Context: an optimization exercise on an open-source flow, tuned for small area, a short achievable clock period and few clock cycles per item. The choices shown serve that exercise and are no tape-out recipe. Power is estimated from default activity; no workload was simulated.

Setup of before:
==> flow/design.v (excerpt) <==
module BSW (
    clk, rst, start,
    i_Q, i_R,
    o_Q_al,
    o_R_al,
    detail_info,
    done
);
    input clk, rst;
    input  [2:0] i_Q, i_R;
    input  start;
    output [2:0] o_Q_al, o_R_al;
    output [8:0] detail_info;
    output done;
    localparam [1:0] C_STOP = 2'd0, C_I = 2'd1, C_D = 2'd2, C_G = 2'd3;
    integer k;
    function ge8;
        input [7:0] a, b;
        reg [7:0] g, l;
        reg [3:0] g1, l1;
        reg [1:0] g2, l2;
        integer t;
        begin
            g = a & ~b;
            l = ~a & b;
            for (t = 0; t < 4; t = t + 1) begin
                g1[t] = g[2*t+1] | (~l[2*t+1] & g[2*t]);
                l1[t] = l[2*t+1] | (~g[2*t+1] & l[2*t]);
            end
            for (t = 0; t < 2; t = t + 1) begin
                g2[t] = g1[2*t+1] | (~l1[2*t+1] & g1[2*t]);
                l2[t] = l1[2*t+1] | (~g1[2*t+1] & l1[2*t]);
            end
            ge8 = ~(l2[1] | (~g2[1] & l2[0]));
        end
    endfunction
    function [11:0] pe_cell;
        input [3:0] ta, tb;
        input noA, noB, mt, c0, c1;
        reg aGEb, selM, sat, hz;
        reg [3:0] tmx;
        reg [2:0] tu, tv;
        reg [1:0] v, code;
        reg [3:0] tdl, tdu;
        reg [4:0] xv;         
        begin
            if (noA) begin
                aGEb = 1'b0; tmx = tb;
            end else if (noB) begin
                aGEb = 1'b1; tmx = ta;
            end else begin
                aGEb = &(ta | ~tb); tmx = ta | tb;
            end
            selM = mt ? tmx[3] : tmx[0];
            tu   = selM ? tmx[3:1] : (mt ? 3'b111 : 3'b000);
            sat  = c0 & ~tu[0];
            tv   = {tu[2:1], tu[0] | sat};
            v    = {tv[1], tv[2] | (tv[0] & ~tv[1])};
            hz   = (c0 & ~tu[1]) | (c1 & ~tu[0]);
            if (hz)        code = C_STOP;
            else if (selM) code = aGEb ? C_I : C_D;
            else           code = c0 ? C_STOP : C_G;
            xv   = {1'b0, tv, 1'b1};
            tdl[0] = (~tb[0] | xv[1]) & (~tb[1] | xv[2]) & (~tb[2] | xv[3]) & ~tb[3];
            tdl[1] = xv[1] & (~tb[0] | xv[2]) & (~tb[1] | xv[3]) & ~tb[2];
            tdl[2] = xv[2] & (~tb[0] | xv[3]) & ~tb[1];
            tdl[3] = xv[3] & ~tb[0];
            tdu[0] = (~ta[0] | xv[1]) & (~ta[1] | xv[2]) & (~ta[2] | xv[3]) & ~ta[3];
  ...
Size in the first run: about 9,700 cells after synthesis, roughly 2,300 flip-flops, ~25 I/O pins, about 0.083 mm2 of cells after synthesis.
export LEC_CHECK = 0
export ABC_AREA = 1
export CAP_MARGIN = 20
export CORE_MARGIN = 2
export CORE_UTILIZATION = 40
export CTS_CLUSTER_DIAMETER = 80
export CTS_CLUSTER_SIZE = 25
export SLEW_MARGIN = 20
create_clock -name core_clock -period 24.0 [get_ports {clk}]
standard.sh (not shown) runs the stock make flow with config.mk's settings and CLKGATE_MAP_FILE= SYNTH_SCRIPT=/design/flow/synth_recipe.tcl, a recipe that flattens the netlist after the stock synthesis.
==> flow/flow/run.sh <==
#!/bin/bash
# Standard layout, with the port buffers made of buf_4 cells instead of the
# cell buffer_ports picks by default. Make's full output goes to flow.log;
# each tool's own logs stay under orfs/logs.
set -euo pipefail
export BUFFER_PORTS_ARGS="-buffer_cell sky130_fd_sc_hd__buf_4"
bash standard.sh > flow.log 2>&1
Inputs modified between before and after:
-- flow/design.v --
<<< before, line 394
        end
    end
    always @(posedge clk) begin
        cin_e <= cE;
        cin_o <= cO;
    end
    reg [63:0] cst;
    reg [3:0]  cin_x;
>>> after, line 394
        end
    end
    reg [63:0] cst;
    reg [3:0]  cin_x;
<<< before, line 417
    wire abort  = ps_go && ps_act && !ps_end;
    wire st_go  = late && !fin && !strm && free;
    always @(posedge clk or posedge rst) begin
        if (rst) begin
>>> after, line 413
    wire abort  = ps_go && ps_act && !ps_end;
    wire st_go  = late && !fin && !strm && free;
    wire st_mg  = late && !fin && !strm && merge;
    wire st0    = st0_r || st_mg;
    always @(posedge clk or posedge rst) begin
        if (rst) begin
<<< before, line 454
        if (ps_go)
            base_n = fin ? 6'd1 : cyc[5:0] - 6'd6 - {best_w[5:2], 2'b00};
        else if (ps_act)
            base_n = base + 6'd5;
        else if (st0)
            base_n = cyc[5:0] - 6'd10 - {s_b, 2'b00};
        else
            base_n = shift_r ? base - 6'd3 : base + 6'd1;
>>> after, line 452
        if (ps_go)
            base_n = fin ? 6'd1 : cyc[5:0] - 6'd6 - {best_w[5:2], 2'b00};
        else if (st0)
            base_n = cyc[5:0] - 6'd10 - {s_b, 2'b00};
        else if (ps_act)
            base_n = base + 6'd5;
        else
            base_n = shift_r ? base - 6'd3 : base + 6'd1;
<<< before, line 464
        base <= base_n;
        if (ps_go)          blk <= go_b;
        else if (ps_act)    blk <= blk - 4'd1;
        else if (st0)       blk <= s_b + 4'd1;
        else if (shift_r)   blk <= blk + 4'd1;
        for (k = 0; k < 64; k = k + 1)
>>> after, line 462
        base <= base_n;
        if (ps_go)          blk <= go_b;
        else if (st0)       blk <= s_b + 4'd1;
        else if (ps_act)    blk <= blk - 4'd1;
        else if (shift_r)   blk <= blk + 4'd1;
        for (k = 0; k < 64; k = k + 1)
<<< before, line 474
    end
    reg [15:0] pcur, pnext, pprev;
    reg        st0;              
    reg [3:0]  s_b;
    reg [1:0]  s_k;
>>> after, line 472
    end
    reg [15:0] pcur, pnext, pprev;
    reg        st0_r;            
    reg [3:0]  s_b;
    reg [1:0]  s_k;
<<< before, line 523
    always @(posedge clk or posedge rst) begin
        if (rst) begin
            st0    <= 1'b0;
            sa_act <= 1'b0;
            sb_end <= 1'b0;
>>> after, line 521
    always @(posedge clk or posedge rst) begin
        if (rst) begin
            st0_r  <= 1'b0;
            sa_act <= 1'b0;
            sb_end <= 1'b0;
<<< before, line 529
            dcnt   <= 3'd0;
        end else if (!run) begin
            st0    <= 1'b0;
            sa_act <= 1'b0;
            sb_end <= 1'b0;
>>> after, line 527
            dcnt   <= 3'd0;
        end else if (!run) begin
            st0_r  <= 1'b0;
            sa_act <= 1'b0;
            sb_end <= 1'b0;
<<< before, line 535
            dcnt   <= 3'd0;
        end else begin
            st0 <= st_go;
            if (st0 || sa_act) begin
                sa_act <= !last;
                sb_end <= last;
            end
            done_r <= strm;              
            if ((st0 || dcnt != 3'd0) && dcnt != 3'd7) dcnt <= dcnt + 3'd1;
        end
>>> after, line 533
            dcnt   <= 3'd0;
        end else begin
            st0_r <= st_go && !st_mg;
            if (st0 || sa_act) begin
                sa_act <= !last;
                sb_end <= last;
            end
            done_r <= strm || st_mg;     
            if ((st0 || dcnt != 3'd0) && dcnt != 3'd7) dcnt <= dcnt + 3'd1;
        end
<<< before, line 564
    reg        fnd_r, mrg_r;
    wire [15:0] pc_eff = fnd_r ? pprev : pcur;
    wire [15:0] pn_eff = (fnd_r || mrg_r) ? pprev2 : pnext;
    always @(posedge clk) begin
        pprev  <= blk_path;
>>> after, line 562
    reg        fnd_r, mrg_r;
    wire [15:0] pc_eff = fnd_r ? pprev : pcur;
    wire [15:0] pn_eff = (fnd_r || mrg_r) ? pprev2 : (merge && blk == s_b) ? pprev : pnext;
    always @(posedge clk) begin
        pprev  <= blk_path;
[summary]
Total number of vias came out higher on after than on before.
Comparing before and after, the lower clock skew is on before.
Area fraction in compound gates after synthesis (higher): after
Comparing after with before, the xor and xnor fraction of the mapped netlist area came out essentially unchanged.
According to the power report, total power for after is lower than for before.
Wire length of the first global-routing pass went up slightly going from before to after.
The gate count of the mapped netlist number comes out lower for before vs after.
Part of the power in the clock network: lower on before
| combinational cell fraction of total power | higher: before |
Relative to before, the final cell area reported for after is higher.
Summary of after over before: required arrival time at the worst endpoint now sits higher, via count of the first global-routing pass grew by 604, floorplan die area now sits at about the same level.
No run of this note included a check of the RTL's function; only the layout flow was run.

* * *

nickel:
BSW, a different RTL version from the one above (not shown whole).
Size: roughly 2,300 flip-flops, about 83,000 um2 of cells after synthesis.
// BSW
module BSW (
    clk, rst, start,
    i_Q, i_R,
    o_Q_al,
    o_R_al,
    detail_info,
    done
);
    input clk, rst;
    input  [2:0] i_Q, i_R;
    input  start;
    output [2:0] o_Q_al, o_R_al;
    output [8:0] detail_info;
    output done;
    localparam [1:0] C_STOP = 2'd0, C_I = 2'd1, C_D = 2'd2, C_G = 2'd3;
    integer k;
    function ge8;
        input [7:0] a, b;
        reg [7:0] g, l;
        reg [3:0] g1, l1;
        reg [1:0] g2, l2;
        integer t;
        begin
            g = a & ~b;
            l = ~a & b;
            for (t = 0; t < 4; t = t + 1) begin
                g1[t] = g[2*t+1] | (~l[2*t+1] & g[2*t]);
                l1[t] = l[2*t+1] | (~g[2*t+1] & l[2*t]);
            end
            for (t = 0; t < 2; t = t + 1) begin
                g2[t] = g1[2*t+1] | (~l1[2*t+1] & g1[2*t]);
                l2[t] = l1[2*t+1] | (~g1[2*t+1] & l1[2*t]);
            end
            ge8 = ~(l2[1] | (~g2[1] & l2[0]));
        end
    endfunction
    function [11:0] pe_cell;
        input [3:0] ta, tb;
        input noA, noB, mt, c0, c1;
        reg aGEb, selM, sat, hz;
        reg [3:0] tmx;
        reg [2:0] tu, tv;
        reg [1:0] v, code;
        reg [3:0] tdl, tdu;
        reg [4:0] xv;         
        begin
            if (noA) begin
                aGEb = 1'b0; tmx = tb;
            end else if (noB) begin
                aGEb = 1'b1; tmx = ta;
            end else begin
                aGEb = &(ta | ~tb); tmx = ta | tb;
            end
            selM = mt ? tmx[3] : tmx[0];
            tu   = selM ? tmx[3:1] : (mt ? 3'b111 : 3'b000);
            sat  = c0 & ~tu[0];
            tv   = {tu[2:1], tu[0] | sat};
            v    = {tv[1], tv[2] | (tv[0] & ~tv[1])};
            hz   = (c0 & ~tu[1]) | (c1 & ~tu[0]);
            if (hz)        code = C_STOP;
            else if (selM) code = aGEb ? C_I : C_D;
            else           code = c0 ? C_STOP : C_G;
            xv   = {1'b0, tv, 1'b1};
            tdl[0] = (~tb[0] | xv[1]) & (~tb[1] | xv[2]) & (~tb[2] | xv[3]) & ~tb[3];
            tdl[1] = xv[1] & (~tb[0] | xv[2]) & (~tb[1] | xv[3]) & ~tb[2];
  ...
Settings: LEC_CHECK=0, ABC_AREA=1, CAP_MARGIN=20, CORE_MARGIN=2, CORE_UTILIZATION=40, CTS_CLUSTER_DIAMETER=80, CTS_CLUSTER_SIZE=25, SLEW_MARGIN=20; clock period 24.0 ns.
Scripts as last shown in full above: flow/flow/run.sh
### nickel -> raven
diff --git a/flow/design.v b/flow/design.v
--- a/flow/design.v
+++ b/flow/design.v
@@ -446,39 +446,39 @@
             pe_w   <= fin ? best_wn   : best_w;
             pe_par <= fin ? best_parn : best_par;
             pe_p   <= fin ? best_pn   : best_p;
         end
         cin_e <= cE;
         cin_o <= cO;
         for (k = 0; k < 16; k = k + 1)
             if (ps_act && !ps_first && blk == k) cst[4*k +: 4] <= cin_x;
     end
     reg [5:0] base_n;
+    wire [3:0] rhi_n = base_n[5:2] + 4'd1;
     always @(*) begin
         if (ps_go)
             base_n = (fin && bnew) ? 6'd1 : cyc[5:0] - 6'd6 - {best_w[5:2], 2'b00};
         else if (ps_act)
             base_n = base + 6'd5;
         else if (st0)
             base_n = cyc[5:0] - 6'd10 - {s_b, 2'b00};
         else
             base_n = shift_r ? base - 6'd3 : base + 6'd1;
     end
     always @(posedge clk) begin
         base <= base_n;
         if (ps_go)          blk <= go_b;
         else if (ps_act)    blk <= blk - 4'd1;
         else if (st0)       blk <= s_b + 4'd1;
         else if (shift_r)   blk <= blk + 4'd1;
         for (k = 0; k < 64; k = k + 1)
-            oh[k] <= ((k / 16) < base_n[1:0]) ? (base_n[5:2] == ((k + 15) % 16))
-                                              : (base_n[5:2] == (k % 16));
+            oh[k] <= (((k / 16) < base_n[1:0]) ? rhi_n : base_n[5:2]) == (k % 16);
         for (k = 0; k < 16; k = k + 1)
             rsel[k] <= ((base_n[1:0] + 2'd3 - (k / 4)) & 2'd3) == (k % 4);
     end
     reg [15:0] pcur, pnext, pprev;
     reg        st0;              
     reg [3:0]  s_b;
     reg [1:0]  s_k;
     reg        s_par;
     reg [2:0]  s_p;
     reg        sa_act;           
### Flow results
- Per the comparison of raven with nickel, data required time of the worst path increased by 0.04 ns relative to the old numbers; total die area up about 0.4%.
- On worst reg2reg path depth, the higher figure sits with raven, not nickel.
- | critical path data arrival time | raven vs nickel | 0.49 ns lower |
- Hold slack delta for raven relative to nickel: 0.033 ns higher
- Relative to nickel, raven improves via count.
- Between raven and nickel, it is raven whose cell count after placement is higher, by 54.
- Taking nickel as the reference, in raven clock-buffer cell count fell 0.78%; cell area grew by 430 um2; routed wire length grew by about 0.9%; number of antenna repair diodes went up by 5; number of antenna violations at the first check in global routing went up by 12.
- On clock insertion delay at the later pin of the skew report, nickel and raven are basically level.
Function was not checked in any run of this note: the RTL went through the layout flow alone.

## separate check: timing with driven ports
The results above use ideal ports. As a check the final layouts listed here were re-extracted and re-timed, cells and wires unchanged. Step 1: set_driving_cell puts a clkbuf_16 on clk and a buf_2 on each other input, an assumption about the parent block. Step 2 times the ports against the registers' clock, not the clock port: input delays grow and output delays shrink by t, the midpoint of the rising clock arrivals with the driver on. a / b / c = no drivers / after step 1 / after step 2; a / b = the first two.
run | shift t [ns] | slack for setup (ns) | worst setup path after step 2 | slew at the worst register clock pin (ns) | pins driven straight from the clock port
before | 0.931 | 17.880 / 17.791 / 18.111 | register to register | 0.10 / 0.10 | 1
after | 0.888 | 16.999 / 16.999 / 16.999 | register to register | 0.11 / 0.11 | 1
nickel | 0.904 | 17.196 / 17.196 / 17.196 | register to register | 0.11 / 0.11 | 1
raven | 0.901 | 17.728 / 17.728 / 17.728 | register to register | 0.10 / 0.10 | 1
After both steps setup and hold are still met in every run listed.
